This design comes from an exercise in tuning for small area and a short achievable clock period on the open sky130 flow, not from production work.
The RTL was checked by simulation tests, not by an equivalence proof against the original design.

==> inputs of run a <==
==> flow/design.v <==
module Decoder (
input  wire [1:0] IN ,
output wire [3:0] OUT
);
assign OUT = 4'b0001 << IN;
endmodule
module ARITHMETIC_UNIT (
input  wire [15:0] A ,
input  wire [15:0] B ,
input  wire [3:0]  ALU_FUNC ,
input  wire        Arith_enable ,
input  wire        CMP_enable ,
output reg  [31:0] Arith_OUT ,
output wire [1:0]  CMP_OUT
);
wire sub = ALU_FUNC[0] | ALU_FUNC[3];
wire [15:0] s;
wire        co;
ADDSUB16 u_add (.A(A), .B(B), .sub(sub), .S(s), .CO(co));
CMP_UNIT u_cmp (.ge(co), .zero(~|s), .ALU_FUNC(ALU_FUNC[1:0]),
                .CMP_enable(CMP_enable), .CMP_OUT(CMP_OUT));
wire [31:0] p;
MUL16 u_mul (.A(A), .B(B), .P(p));
wire [15:0] q;
DIV16 u_div (.A(A), .B(B), .Q(q));
always @(*) begin
  Arith_OUT = 32'b0;
  if (Arith_enable)
    case (ALU_FUNC[1:0])
      2'b00: Arith_OUT = {15'b0, co, s};
      2'b01: Arith_OUT = {{16{~co}}, s};
      2'b10: Arith_OUT = p;
      default: Arith_OUT = {16'b0, q};
    endcase
end
endmodule
module ADDSUB16 (
input  wire [15:0] A ,
input  wire [15:0] B ,
input  wire        sub ,
output wire [15:0] S ,
output wire        CO
);
wire [15:0] b = B ^ {16{sub}};
wire [16:0] c;
assign c[0] = sub;
genvar j;
generate for (j = 0; j < 16; j = j + 1) begin : g_bit
  assign S[j]   = A[j] ^ b[j] ^ c[j];
  assign c[j+1] = (A[j] & b[j]) | (A[j] & c[j]) | (b[j] & c[j]);
end endgenerate
assign CO = c[16];
endmodule
module DIV16 (
input  wire [15:0] A ,
input  wire [15:0] B ,
output wire [15:0] Q
);
function automatic [5:0] topq (input [5:0] x);
  case (x)
    6'd0: topq = 6'd56;
    6'd1: topq = 6'd0;
    6'd2: topq = 6'd0;
    6'd3: topq = 6'd0;
    6'd4: topq = 6'd0;
    6'd5: topq = 6'd0;
    6'd6: topq = 6'd0;
    6'd7: topq = 6'd0;
    6'd8: topq = 6'd57;
    6'd9: topq = 6'd8;
    6'd10: topq = 6'd1;
    6'd11: topq = 6'd1;
    6'd12: topq = 6'd1;
    6'd13: topq = 6'd1;
    6'd14: topq = 6'd1;
    6'd15: topq = 6'd1;
    6'd16: topq = 6'd58;
    6'd17: topq = 6'd16;
    6'd18: topq = 6'd8;
    6'd19: topq = 6'd2;
    6'd20: topq = 6'd2;
    6'd21: topq = 6'd2;
    6'd22: topq = 6'd2;
    6'd23: topq = 6'd2;
    6'd24: topq = 6'd59;
    6'd25: topq = 6'd24;
    6'd26: topq = 6'd9;
    6'd27: topq = 6'd8;
    6'd28: topq = 6'd3;
    6'd29: topq = 6'd3;
    6'd30: topq = 6'd3;
    6'd31: topq = 6'd3;
    6'd32: topq = 6'd60;
    6'd33: topq = 6'd32;
    6'd34: topq = 6'd16;
    6'd35: topq = 6'd9;
    6'd36: topq = 6'd8;
    6'd37: topq = 6'd4;
    6'd38: topq = 6'd4;
    6'd39: topq = 6'd4;
    6'd40: topq = 6'd61;
    6'd41: topq = 6'd40;
    6'd42: topq = 6'd17;
    6'd43: topq = 6'd10;
    6'd44: topq = 6'd9;
    6'd45: topq = 6'd8;
    6'd46: topq = 6'd5;
    6'd47: topq = 6'd5;
    6'd48: topq = 6'd62;
    6'd49: topq = 6'd48;
    6'd50: topq = 6'd24;
    6'd51: topq = 6'd16;
    6'd52: topq = 6'd10;
    6'd53: topq = 6'd9;
    6'd54: topq = 6'd8;
    6'd55: topq = 6'd6;
    6'd56: topq = 6'd63;
    6'd57: topq = 6'd56;
    6'd58: topq = 6'd25;
    6'd59: topq = 6'd17;
    6'd60: topq = 6'd11;
    6'd61: topq = 6'd10;
    6'd62: topq = 6'd9;
    6'd63: topq = 6'd8;
    default: topq = 6'd0;
  endcase
endfunction
wire [16:0] bz;
assign bz[16] = 1'b1;
genvar i, j;
generate for (j = 15; j >= 1; j = j - 1) begin : g_bz
  assign bz[j] = bz[j+1] & ~B[j];
end endgenerate
assign bz[0] = 1'b0;
wire [15:0] nb = ~B;
wire [15:0] rem [0:16];
wire [5:0] tq = topq({A[15:13], B[2:0]});
assign Q[15:13] = bz[3] ? tq[5:3] : 3'd0;
assign rem[13] = {13'b0, bz[3] ? tq[2:0] : A[15:13]};
generate for (i = 12; i >= 0; i = i - 1) begin : g_row
  localparam W = 16 - i;
  wire [15:0] tw = {rem[i+1][14:0], A[i]};
  wire [W-1:0] t = tw[W-1:0];
  reg  [W-1:0] g, p, d;
  reg  [W:0]   c;
  integer k, s;
  always @(*) begin
    p = t | nb[W-1:0];
    g = t & nb[W-1:0];
    g[0] = p[0];                   
    for (s = 1; s < W; s = s * 2)
      for (k = 0; k < W; k = k + 1)
        if ((k & s) != 0) begin
          g[k] = g[k] | (p[k] & g[(k & ~(2*s-1)) + s - 1]);
          p[k] = p[k] & p[(k & ~(2*s-1)) + s - 1];
        end
    c = {g, 1'b1};                 
    d = B[W-1:0] ~^ c[W-1:0];
  end
  assign Q[i] = c[W] & bz[W];
  if (W < 16) begin : g_r
    assign rem[i] = {{(16-W){1'b0}}, t ^ ({W{Q[i]}} & d)};
  end else begin : g_r
    assign rem[i] = 16'b0;
  end
end endgenerate
endmodule
module MUL16 (
input  wire [15:0] A ,
input  wire [15:0] B ,
output wire [31:0] P
);
wire [15:0] s [0:15];
wire [15:0] c [0:15];
assign s[0] = A & {16{B[0]}};
assign c[0] = 16'b0;
assign P[0] = s[0][0];
genvar j, k;
generate for (j = 1; j < 16; j = j + 1) begin : g_row
  for (k = 0; k < 16; k = k + 1) begin : g_cell
    wire x = A[k] & B[j];
    wire y = (k == 15) ? 1'b0 : s[j-1][(k == 15) ? 0 : k+1];
    wire z = c[j-1][k];
    assign {c[j][k], s[j][k]} = x + y + z;
  end
  assign P[j] = s[j][0];
end endgenerate
assign P[31:16] = {1'b0, s[15][15:1]} + c[15];
endmodule
module LOGIC_UNIT (
input  wire [15:0] A ,
input  wire [15:0] B ,
input  wire [1:0]  ALU_FUNC ,
input  wire        Logic_enable ,
output wire [15:0] Logic_OUT
);
wire [15:0] r = (ALU_FUNC[0] ? (A | B) : (A & B)) ^ {16{ALU_FUNC[1]}};
assign Logic_OUT = Logic_enable ? r : 16'b0;
endmodule
module SHIFT_UNIT (
input  wire [15:0] A ,
input  wire [15:0] B ,
input  wire [1:0]  ALU_FUNC ,
input  wire        Shift_enable ,
output wire [15:0] Shift_OUT
);
wire [15:0] x = ALU_FUNC[1] ? B : A;
wire [15:0] r = ALU_FUNC[0] ? {x[14:0], 1'b0} : {1'b0, x[15:1]};
assign Shift_OUT = Shift_enable ? r : 16'b0;
endmodule
module CMP_UNIT (
input  wire       ge ,
input  wire       zero ,
input  wire [1:0] ALU_FUNC ,
input  wire       CMP_enable ,
output wire [1:0] CMP_OUT
);
wire eq = zero;
wire lt = ~ge;
wire gt = ge & ~zero;
reg [1:0] r;
always @(*)
  case (ALU_FUNC)
    2'b00: r = 2'b00;
    2'b01: r = {1'b0, eq};
    2'b10: r = {gt, 1'b0};
    default: r = {lt, lt};
  endcase
assign CMP_OUT = CMP_enable ? r : 2'b00;
endmodule
module ALU_TOP
#( parameter OP_DATA_WIDTH = 16 ,
             Arith_OUT_WIDTH = OP_DATA_WIDTH + OP_DATA_WIDTH ,
             Logic_OUT_WIDTH = OP_DATA_WIDTH ,
             Shift_OUT_WIDTH = OP_DATA_WIDTH ,
             CMP_OUT_WIDTH = 3
)
(
input  wire [OP_DATA_WIDTH-1:0]    A   ,
input  wire [OP_DATA_WIDTH-1:0]    B   ,
input  wire [3:0]                  ALU_FUNC ,
input  wire                        CLK ,
input  wire                        RST ,
output reg  [Arith_OUT_WIDTH-1:0]  Arith_OUT,
output wire                        Carry_OUT,
output reg                         Arith_Flag,
output reg  [Logic_OUT_WIDTH-1:0]  Logic_OUT,
output reg                         Logic_Flag,
output reg  [Shift_OUT_WIDTH-1:0]  Shift_OUT,
output reg                         Shift_Flag,
output wire [CMP_OUT_WIDTH-1:0]    CMP_OUT,
output reg                         CMP_Flag
);
wire CMP_enable, Shift_enable, Logic_enable, Arith_enable;
Decoder U0 (
.IN(ALU_FUNC[3:2]),
.OUT({Shift_enable,CMP_enable,Logic_enable,Arith_enable})
);
wire [31:0] arith_d;
wire [15:0] logic_d, shift_d;
wire [1:0]  cmp_d;
ARITHMETIC_UNIT U0_ARITHMETIC_UNIT (
.A(A), .B(B), .ALU_FUNC(ALU_FUNC), .Arith_enable(Arith_enable),
.CMP_enable(CMP_enable), .Arith_OUT(arith_d), .CMP_OUT(cmp_d)
);
LOGIC_UNIT U0_LOGIC_UNIT (
.A(A), .B(B), .ALU_FUNC(ALU_FUNC[1:0]), .Logic_enable(Logic_enable),
.Logic_OUT(logic_d)
);
SHIFT_UNIT U0_SHIFT_UNIT (
.A(A), .B(B), .ALU_FUNC(ALU_FUNC[1:0]), .Shift_enable(Shift_enable),
.Shift_OUT(shift_d)
);
reg [1:0] cmp_q;
always @(posedge CLK or negedge RST)
  if (!RST) begin
    Arith_OUT  <= 32'b0;
    Arith_Flag <= 1'b0;
    Logic_OUT  <= 16'b0;
    Logic_Flag <= 1'b0;
    Shift_OUT  <= 16'b0;
    Shift_Flag <= 1'b0;
    cmp_q      <= 2'b0;
    CMP_Flag   <= 1'b0;
  end else begin
    Arith_OUT  <= arith_d;
    Arith_Flag <= Arith_enable;
    Logic_OUT  <= logic_d;
    Logic_Flag <= Logic_enable;
    Shift_OUT  <= shift_d;
    Shift_Flag <= Shift_enable;
    cmp_q      <= cmp_d;
    CMP_Flag   <= CMP_enable;
  end
assign Carry_OUT = Arith_OUT[16];
assign CMP_OUT = {1'b0, cmp_q};
endmodule
==> flow/run.sh <==
#!/bin/bash
# synth_recipe.tcl (not shown) runs the flow's synth.tcl, then flattens the netlist and writes it again
# the make line also repeats each setting of config.mk as NAME=value (left out here)
make -C /OpenROAD-flow-scripts/flow DESIGN_CONFIG=/design/flow/config.mk WORK_HOME=/design/flow/orfs CLKGATE_MAP_FILE= SYNTH_SCRIPT=/design/flow/synth_recipe.tcl finish
==> flow/config.mk <==
export PLATFORM = sky130hd
export DESIGN_NAME = ALU_TOP
export DESIGN_NICKNAME = ALU_TOP
export VERILOG_FILES = /design/flow/design.v
export SDC_FILE = /design/flow/constraint.sdc
export NUM_CORES = 4
export LEC_CHECK = 0
export ABC_AREA = 1
export CAP_MARGIN = 70
export CORE_MARGIN = 2
export CORE_UTILIZATION = 70
export PLACE_DENSITY = 0.85
export SLEW_MARGIN = 70
==> flow/constraint.sdc <==
create_clock -name core_clock -period 106.0 [get_ports {CLK}]
set_input_delay 21.2000 -clock core_clock [delete_from_list [all_inputs] [get_ports {CLK}]]
set_output_delay 21.2000 -clock core_clock [all_outputs]
set_load 0.01 [all_outputs]
==> run b: changes against run a <==
--- a/flow/design.v
+++ b/flow/design.v
@@ -150,2 +150,4 @@
     g[0] = p[0];                   
+    g[W-1] = g[W-1] & bz[W];
+    p[W-1] = p[W-1] & bz[W];
     for (s = 1; s < W; s = s * 2)
@@ -159,3 +161,3 @@
   end
-  assign Q[i] = c[W] & bz[W];
+  assign Q[i] = c[W];
   if (W < 16) begin : g_r
==> flow/flow/run.sh (new file) <==
#!/bin/bash
# The standard layout with two changes:
# - synthesis is the standard flow's own script, but ABC maps with flow/map.abc: ORFS's
#   area script without its buffering pass (placement removes those buffers);
# - the port buffers are buf_4 on inputs and buf_1 on outputs instead of
#   ORFS's default delay cells (flow/port_buffers.tcl).
set -euo pipefail
here=$(pwd)
{ head -n 1 synth_recipe.tcl; cat flow/abc_wrap.tcl; tail -n +2 synth_recipe.tcl; } > my_synth.tcl
sed "s#SYNTH_SCRIPT=[^ ]*#SYNTH_SCRIPT=$here/my_synth.tcl#" standard.sh > my_standard.sh
grep -q "SYNTH_SCRIPT=$here/my_synth.tcl" my_standard.sh
export FLOW_ABC_SCRIPT="$here/flow/map.abc"
export BUFFER_PORTS_ARGS="-buffer_cell sky130_fd_sc_hd__buf_2"
export PRE_RESIZE_TCL="$here/flow/port_buffers.tcl"
bash my_standard.sh > "$here/standard_flow.log" 2>&1
==> flow/flow/abc_wrap.tcl (new file) <==
# ABC runs with this flow's mapping script (flow/map.abc) in place of ORFS's
# abc_area.script; everything else is the standard flow's own synthesis script.
proc abc {args} {
  set i [lsearch $args -script]
  if {$i >= 0} { lset args [expr {$i + 1}] $::env(FLOW_ABC_SCRIPT) }
  yosys abc {*}$args
}
==> flow/flow/map.abc (new file) <==
strash
dch
map -B 0.9
topo
stime -c
upsize -c
dnsize -c
==> flow/flow/port_buffers.tcl (new file) <==
# Runs before repair_design. buffer_ports put a buf_2 on every port: input
# port buffers drive the operands' large fanout, so make them buf_4; output
# port buffers drive only the port, so make them buf_1.
set n_in 0
set n_out 0
foreach inst [get_cells input*] {
  if {[get_property $inst ref_name] == "sky130_fd_sc_hd__buf_2"} {
    replace_cell $inst sky130_fd_sc_hd__buf_4
    incr n_in
  }
}
foreach inst [get_cells output*] {
  if {[get_property $inst ref_name] == "sky130_fd_sc_hd__buf_2"} {
    replace_cell $inst sky130_fd_sc_hd__buf_1
    incr n_out
  }
}
puts "port_buffers.tcl: $n_in input port buffers made buf_4, $n_out output port buffers made buf_1"
==> flow/standard.sh (new file) <==
#!/bin/bash
# synth_recipe.tcl (not shown) runs the flow's synth.tcl, then flattens the netlist and writes it again
# the make line also repeats each setting of config.mk as NAME=value (left out here)
make -C /OpenROAD-flow-scripts/flow DESIGN_CONFIG=/design/flow/config.mk WORK_HOME=/design/flow/orfs CLKGATE_MAP_FILE= SYNTH_SCRIPT=/design/flow/synth_recipe.tcl "${@:-finish}"
--- a/flow/config.mk
+++ b/flow/config.mk
@@ -11,2 +11,3 @@
 export CORE_UTILIZATION = 70
+export CTS_BUF_LIST = sky130_fd_sc_hd__clkbuf_8
 export PLACE_DENSITY = 0.85
removed: flow/run.sh
==> run c: changes against run a <==
--- a/flow/design.v
+++ b/flow/design.v
@@ -53,2 +53,32 @@
 endmodule
+module MUL16 (
+input  wire [15:0] A ,
+input  wire [15:0] B ,
+output wire [31:0] P
+);
+wire [15:0] s [0:15];
+wire [15:0] c [0:15];
+assign s[0] = A & {16{B[0]}};
+assign c[0] = 16'b0;
+assign P[0] = s[0][0];
+genvar j, k;
+generate for (j = 1; j < 16; j = j + 1) begin : g_row
+  for (k = 0; k < 16; k = k + 1) begin : g_cell
+    wire x = A[k] & B[j];
+    wire y = (k == 15) ? 1'b0 : s[j-1][(k == 15) ? 0 : k+1];
+    wire z = c[j-1][k];
+    assign s[j][k] = x ^ y ^ z;
+    assign c[j][k] = (x & y) | (x & z) | (y & z);
+  end
+  assign P[j] = s[j][0];
+end endgenerate
+wire [16:0] fc;
+assign fc[0] = 1'b0;
+generate for (k = 0; k < 16; k = k + 1) begin : g_fin
+  wire x = (k == 15) ? 1'b0 : s[15][(k == 15) ? 0 : k+1];
+  wire y = c[15][k];
+  assign P[16+k] = x ^ y ^ fc[k];
+  assign fc[k+1] = (x & y) | (x & fc[k]) | (y & fc[k]);
+end endgenerate
+endmodule
 module DIV16 (
@@ -58,71 +88,2 @@
 );
-function automatic [5:0] topq (input [5:0] x);
-  case (x)
-    6'd0: topq = 6'd56;
-    6'd1: topq = 6'd0;
-    6'd2: topq = 6'd0;
-    6'd3: topq = 6'd0;
-    6'd4: topq = 6'd0;
-    6'd5: topq = 6'd0;
-    6'd6: topq = 6'd0;
-    6'd7: topq = 6'd0;
-    6'd8: topq = 6'd57;
-    6'd9: topq = 6'd8;
-    6'd10: topq = 6'd1;
-    6'd11: topq = 6'd1;
-    6'd12: topq = 6'd1;
-    6'd13: topq = 6'd1;
-    6'd14: topq = 6'd1;
-    6'd15: topq = 6'd1;
-    6'd16: topq = 6'd58;
-    6'd17: topq = 6'd16;
-    6'd18: topq = 6'd8;
-    6'd19: topq = 6'd2;
-    6'd20: topq = 6'd2;
-    6'd21: topq = 6'd2;
-    6'd22: topq = 6'd2;
-    6'd23: topq = 6'd2;
-    6'd24: topq = 6'd59;
-    6'd25: topq = 6'd24;
-    6'd26: topq = 6'd9;
-    6'd27: topq = 6'd8;
-    6'd28: topq = 6'd3;
-    6'd29: topq = 6'd3;
-    6'd30: topq = 6'd3;
-    6'd31: topq = 6'd3;
-    6'd32: topq = 6'd60;
-    6'd33: topq = 6'd32;
-    6'd34: topq = 6'd16;
-    6'd35: topq = 6'd9;
-    6'd36: topq = 6'd8;
-    6'd37: topq = 6'd4;
-    6'd38: topq = 6'd4;
-    6'd39: topq = 6'd4;
-    6'd40: topq = 6'd61;
-    6'd41: topq = 6'd40;
-    6'd42: topq = 6'd17;
-    6'd43: topq = 6'd10;
-    6'd44: topq = 6'd9;
-    6'd45: topq = 6'd8;
-    6'd46: topq = 6'd5;
-    6'd47: topq = 6'd5;
-    6'd48: topq = 6'd62;
-    6'd49: topq = 6'd48;
-    6'd50: topq = 6'd24;
-    6'd51: topq = 6'd16;
-    6'd52: topq = 6'd10;
-    6'd53: topq = 6'd9;
-    6'd54: topq = 6'd8;
-    6'd55: topq = 6'd6;
-    6'd56: topq = 6'd63;
-    6'd57: topq = 6'd56;
-    6'd58: topq = 6'd25;
-    6'd59: topq = 6'd17;
-    6'd60: topq = 6'd11;
-    6'd61: topq = 6'd10;
-    6'd62: topq = 6'd9;
-    6'd63: topq = 6'd8;
-    default: topq = 6'd0;
-  endcase
-endfunction
 wire [16:0] bz;
@@ -136,6 +97,4 @@
 wire [15:0] rem [0:16];
-wire [5:0] tq = topq({A[15:13], B[2:0]});
-assign Q[15:13] = bz[3] ? tq[5:3] : 3'd0;
-assign rem[13] = {13'b0, bz[3] ? tq[2:0] : A[15:13]};
-generate for (i = 12; i >= 0; i = i - 1) begin : g_row
+assign rem[16] = 16'b0;
+generate for (i = 15; i >= 0; i = i - 1) begin : g_row
   localparam W = 16 - i;
@@ -166,24 +125,2 @@
 end endgenerate
-endmodule
-module MUL16 (
-input  wire [15:0] A ,
-input  wire [15:0] B ,
-output wire [31:0] P
-);
-wire [15:0] s [0:15];
-wire [15:0] c [0:15];
-assign s[0] = A & {16{B[0]}};
-assign c[0] = 16'b0;
-assign P[0] = s[0][0];
-genvar j, k;
-generate for (j = 1; j < 16; j = j + 1) begin : g_row
-  for (k = 0; k < 16; k = k + 1) begin : g_cell
-    wire x = A[k] & B[j];
-    wire y = (k == 15) ? 1'b0 : s[j-1][(k == 15) ? 0 : k+1];
-    wire z = c[j-1][k];
-    assign {c[j][k], s[j][k]} = x + y + z;
-  end
-  assign P[j] = s[j][0];
-end endgenerate
-assign P[31:16] = {1'b0, s[15][15:1]} + c[15];
 endmodule
--- a/flow/config.mk
+++ b/flow/config.mk
@@ -8,6 +8,5 @@
 export ABC_AREA = 1
-export CAP_MARGIN = 70
+export CAP_MARGIN = 20
 export CORE_MARGIN = 2
-export CORE_UTILIZATION = 70
-export PLACE_DENSITY = 0.85
-export SLEW_MARGIN = 70
+export CORE_UTILIZATION = 40
+export SLEW_MARGIN = 20
==> run d: changes against run a <==
--- a/flow/design.v
+++ b/flow/design.v
@@ -53,116 +53,2 @@
 endmodule
-module DIV16 (
-input  wire [15:0] A ,
-input  wire [15:0] B ,
-output wire [15:0] Q
-);
-function automatic [5:0] topq (input [5:0] x);
-  case (x)
-    6'd0: topq = 6'd56;
-    6'd1: topq = 6'd0;
-    6'd2: topq = 6'd0;
-    6'd3: topq = 6'd0;
-    6'd4: topq = 6'd0;
-    6'd5: topq = 6'd0;
-    6'd6: topq = 6'd0;
-    6'd7: topq = 6'd0;
-    6'd8: topq = 6'd57;
-    6'd9: topq = 6'd8;
-    6'd10: topq = 6'd1;
-    6'd11: topq = 6'd1;
-    6'd12: topq = 6'd1;
-    6'd13: topq = 6'd1;
-    6'd14: topq = 6'd1;
-    6'd15: topq = 6'd1;
-    6'd16: topq = 6'd58;
-    6'd17: topq = 6'd16;
-    6'd18: topq = 6'd8;
-    6'd19: topq = 6'd2;
-    6'd20: topq = 6'd2;
-    6'd21: topq = 6'd2;
-    6'd22: topq = 6'd2;
-    6'd23: topq = 6'd2;
-    6'd24: topq = 6'd59;
-    6'd25: topq = 6'd24;
-    6'd26: topq = 6'd9;
-    6'd27: topq = 6'd8;
-    6'd28: topq = 6'd3;
-    6'd29: topq = 6'd3;
-    6'd30: topq = 6'd3;
-    6'd31: topq = 6'd3;
-    6'd32: topq = 6'd60;
-    6'd33: topq = 6'd32;
-    6'd34: topq = 6'd16;
-    6'd35: topq = 6'd9;
-    6'd36: topq = 6'd8;
-    6'd37: topq = 6'd4;
-    6'd38: topq = 6'd4;
-    6'd39: topq = 6'd4;
-    6'd40: topq = 6'd61;
-    6'd41: topq = 6'd40;
-    6'd42: topq = 6'd17;
-    6'd43: topq = 6'd10;
-    6'd44: topq = 6'd9;
-    6'd45: topq = 6'd8;
-    6'd46: topq = 6'd5;
-    6'd47: topq = 6'd5;
-    6'd48: topq = 6'd62;
-    6'd49: topq = 6'd48;
-    6'd50: topq = 6'd24;
-    6'd51: topq = 6'd16;
-    6'd52: topq = 6'd10;
-    6'd53: topq = 6'd9;
-    6'd54: topq = 6'd8;
-    6'd55: topq = 6'd6;
-    6'd56: topq = 6'd63;
-    6'd57: topq = 6'd56;
-    6'd58: topq = 6'd25;
-    6'd59: topq = 6'd17;
-    6'd60: topq = 6'd11;
-    6'd61: topq = 6'd10;
-    6'd62: topq = 6'd9;
-    6'd63: topq = 6'd8;
-    default: topq = 6'd0;
-  endcase
-endfunction
-wire [16:0] bz;
-assign bz[16] = 1'b1;
-genvar i, j;
-generate for (j = 15; j >= 1; j = j - 1) begin : g_bz
-  assign bz[j] = bz[j+1] & ~B[j];
-end endgenerate
-assign bz[0] = 1'b0;
-wire [15:0] nb = ~B;
-wire [15:0] rem [0:16];
-wire [5:0] tq = topq({A[15:13], B[2:0]});
-assign Q[15:13] = bz[3] ? tq[5:3] : 3'd0;
-assign rem[13] = {13'b0, bz[3] ? tq[2:0] : A[15:13]};
-generate for (i = 12; i >= 0; i = i - 1) begin : g_row
-  localparam W = 16 - i;
-  wire [15:0] tw = {rem[i+1][14:0], A[i]};
-  wire [W-1:0] t = tw[W-1:0];
-  reg  [W-1:0] g, p, d;
-  reg  [W:0]   c;
-  integer k, s;
-  always @(*) begin
-    p = t | nb[W-1:0];
-    g = t & nb[W-1:0];
-    g[0] = p[0];                   
-    for (s = 1; s < W; s = s * 2)
-      for (k = 0; k < W; k = k + 1)
-        if ((k & s) != 0) begin
-          g[k] = g[k] | (p[k] & g[(k & ~(2*s-1)) + s - 1]);
-          p[k] = p[k] & p[(k & ~(2*s-1)) + s - 1];
-        end
-    c = {g, 1'b1};                 
-    d = B[W-1:0] ~^ c[W-1:0];
-  end
-  assign Q[i] = c[W] & bz[W];
-  if (W < 16) begin : g_r
-    assign rem[i] = {{(16-W){1'b0}}, t ^ ({W{Q[i]}} & d)};
-  end else begin : g_r
-    assign rem[i] = 16'b0;
-  end
-end endgenerate
-endmodule
 module MUL16 (
@@ -183,3 +69,4 @@
     wire z = c[j-1][k];
-    assign {c[j][k], s[j][k]} = x + y + z;
+    assign s[j][k] = x ^ y ^ z;
+    assign c[j][k] = (x & y) | (x & z) | (y & z);
   end
@@ -187,3 +74,45 @@
 end endgenerate
-assign P[31:16] = {1'b0, s[15][15:1]} + c[15];
+wire [16:0] fc;
+assign fc[0] = 1'b0;
+generate for (k = 0; k < 16; k = k + 1) begin : g_fin
+  wire x = (k == 15) ? 1'b0 : s[15][(k == 15) ? 0 : k+1];
+  wire y = c[15][k];
+  assign P[16+k] = x ^ y ^ fc[k];
+  assign fc[k+1] = (x & y) | (x & fc[k]) | (y & fc[k]);
+end endgenerate
+endmodule
+module DIV16 (
+input  wire [15:0] A ,
+input  wire [15:0] B ,
+output wire [15:0] Q
+);
+wire [16:0] bz;
+assign bz[16] = 1'b1;
+genvar i, j;
+generate for (j = 15; j >= 1; j = j - 1) begin : g_bz
+  assign bz[j] = bz[j+1] & ~B[j];
+end endgenerate
+assign bz[0] = 1'b0;
+wire [15:0] rem [0:16];
+assign rem[16] = 16'b0;
+generate for (i = 15; i >= 0; i = i - 1) begin : g_row
+  localparam W = 16 - i;
+  wire [W-1:0] t;
+  wire [15:0] tw = {rem[i+1][14:0], A[i]};
+  assign t = tw[W-1:0];
+  wire [W:0] c;
+  wire [W-1:0] d;
+  assign c[0] = 1'b1;
+  for (j = 0; j < W; j = j + 1) begin : g_bit
+    wire nb = ~B[j];
+    assign d[j]   = t[j] ^ nb ^ c[j];
+    assign c[j+1] = (t[j] & nb) | (t[j] & c[j]) | (nb & c[j]);
+  end
+  assign Q[i] = c[W] & bz[W];
+  if (W < 16) begin : g_r
+    assign rem[i] = {{(16-W){1'b0}}, Q[i] ? d : t};
+  end else begin : g_r
+    assign rem[i] = 16'b0;
+  end
+end endgenerate
 endmodule
--- a/flow/config.mk
+++ b/flow/config.mk
@@ -8,6 +8,5 @@
 export ABC_AREA = 1
-export CAP_MARGIN = 70
+export CAP_MARGIN = 20
 export CORE_MARGIN = 2
-export CORE_UTILIZATION = 70
-export PLACE_DENSITY = 0.85
-export SLEW_MARGIN = 70
+export CORE_UTILIZATION = 40
+export SLEW_MARGIN = 20
==> flow_metrics.tcl <==
set metrics [dict create \
    cp.arrival_ns 37.94 \
    yosys.area_share.simple 0.391 \
    synth_xor_area_frac 0.0228 \
    wl_met1_um 24100 \
    routed.top_layer "met4" \
    status "finished clean" \
    cp_num_cells 136 \
    wirelength_um 58700 \
]
the above is filed under run c

==> flow_metrics.tcl <==
set metrics [dict create \
    synth_xor_area_frac 0.0238 \
    cp.arrival_ns 36.67 \
    wirelength_um 63800 \
    status "finished clean" \
    routed.top_layer "met5" \
    yosys.area_share.simple 0.408 \
    wl_met1_um 21400 \
]
the above is filed under run a

==> flow_metrics.tcl <==
set metrics [dict create \
    yosys.area_share.simple 0.216 \
    cp_num_cells 201 \
    synth_xor_area_frac 0.0133 \
    cp.arrival_ns 74.46 \
    status "finished clean" \
]
the above is filed under run d

==> flow_metrics.tcl <==
set metrics [dict create \
    status "finished clean" \
    cp.arrival_ns 35.04 \
    wirelength_um 56000 \
    cp_num_cells 121 \
]
the above is filed under run b

what the ideal ports hide:
No port has a modelled driver above. Below, the same layouts with a new extraction and two added sets of constraints. Step 1 sets driving cells, clkbuf_16 on the clock port and buf_2 on the other inputs (assumed; they add their load-dependent delay and slew). Step 2 moves the port delays by t, midway between the first and last clock arrival at a register: inputs arrive t later, outputs are due t later. That takes back most of the time a late clock gives input paths. a / b / c = no drivers / after step 1 / after step 2; a / b = the first two.
run | shift t [ns] | setup WS [ns] | worst setup path after step 2
run a | 0.397 | 69.620 / 69.641 / 69.244 | input to register
run b | 0.420 | 71.218 / 71.227 / 70.806 | input to register
run c | 0.387 | 68.274 / 68.299 / 67.912 | input to register
run d | 0.382 | 31.816 / 31.841 / 31.459 | input to register
After both steps every run listed still meets setup and hold. For run b, which loses most, drivers alone change the setup slack by +0.009 ns; drivers and shift together by -0.412 ns.
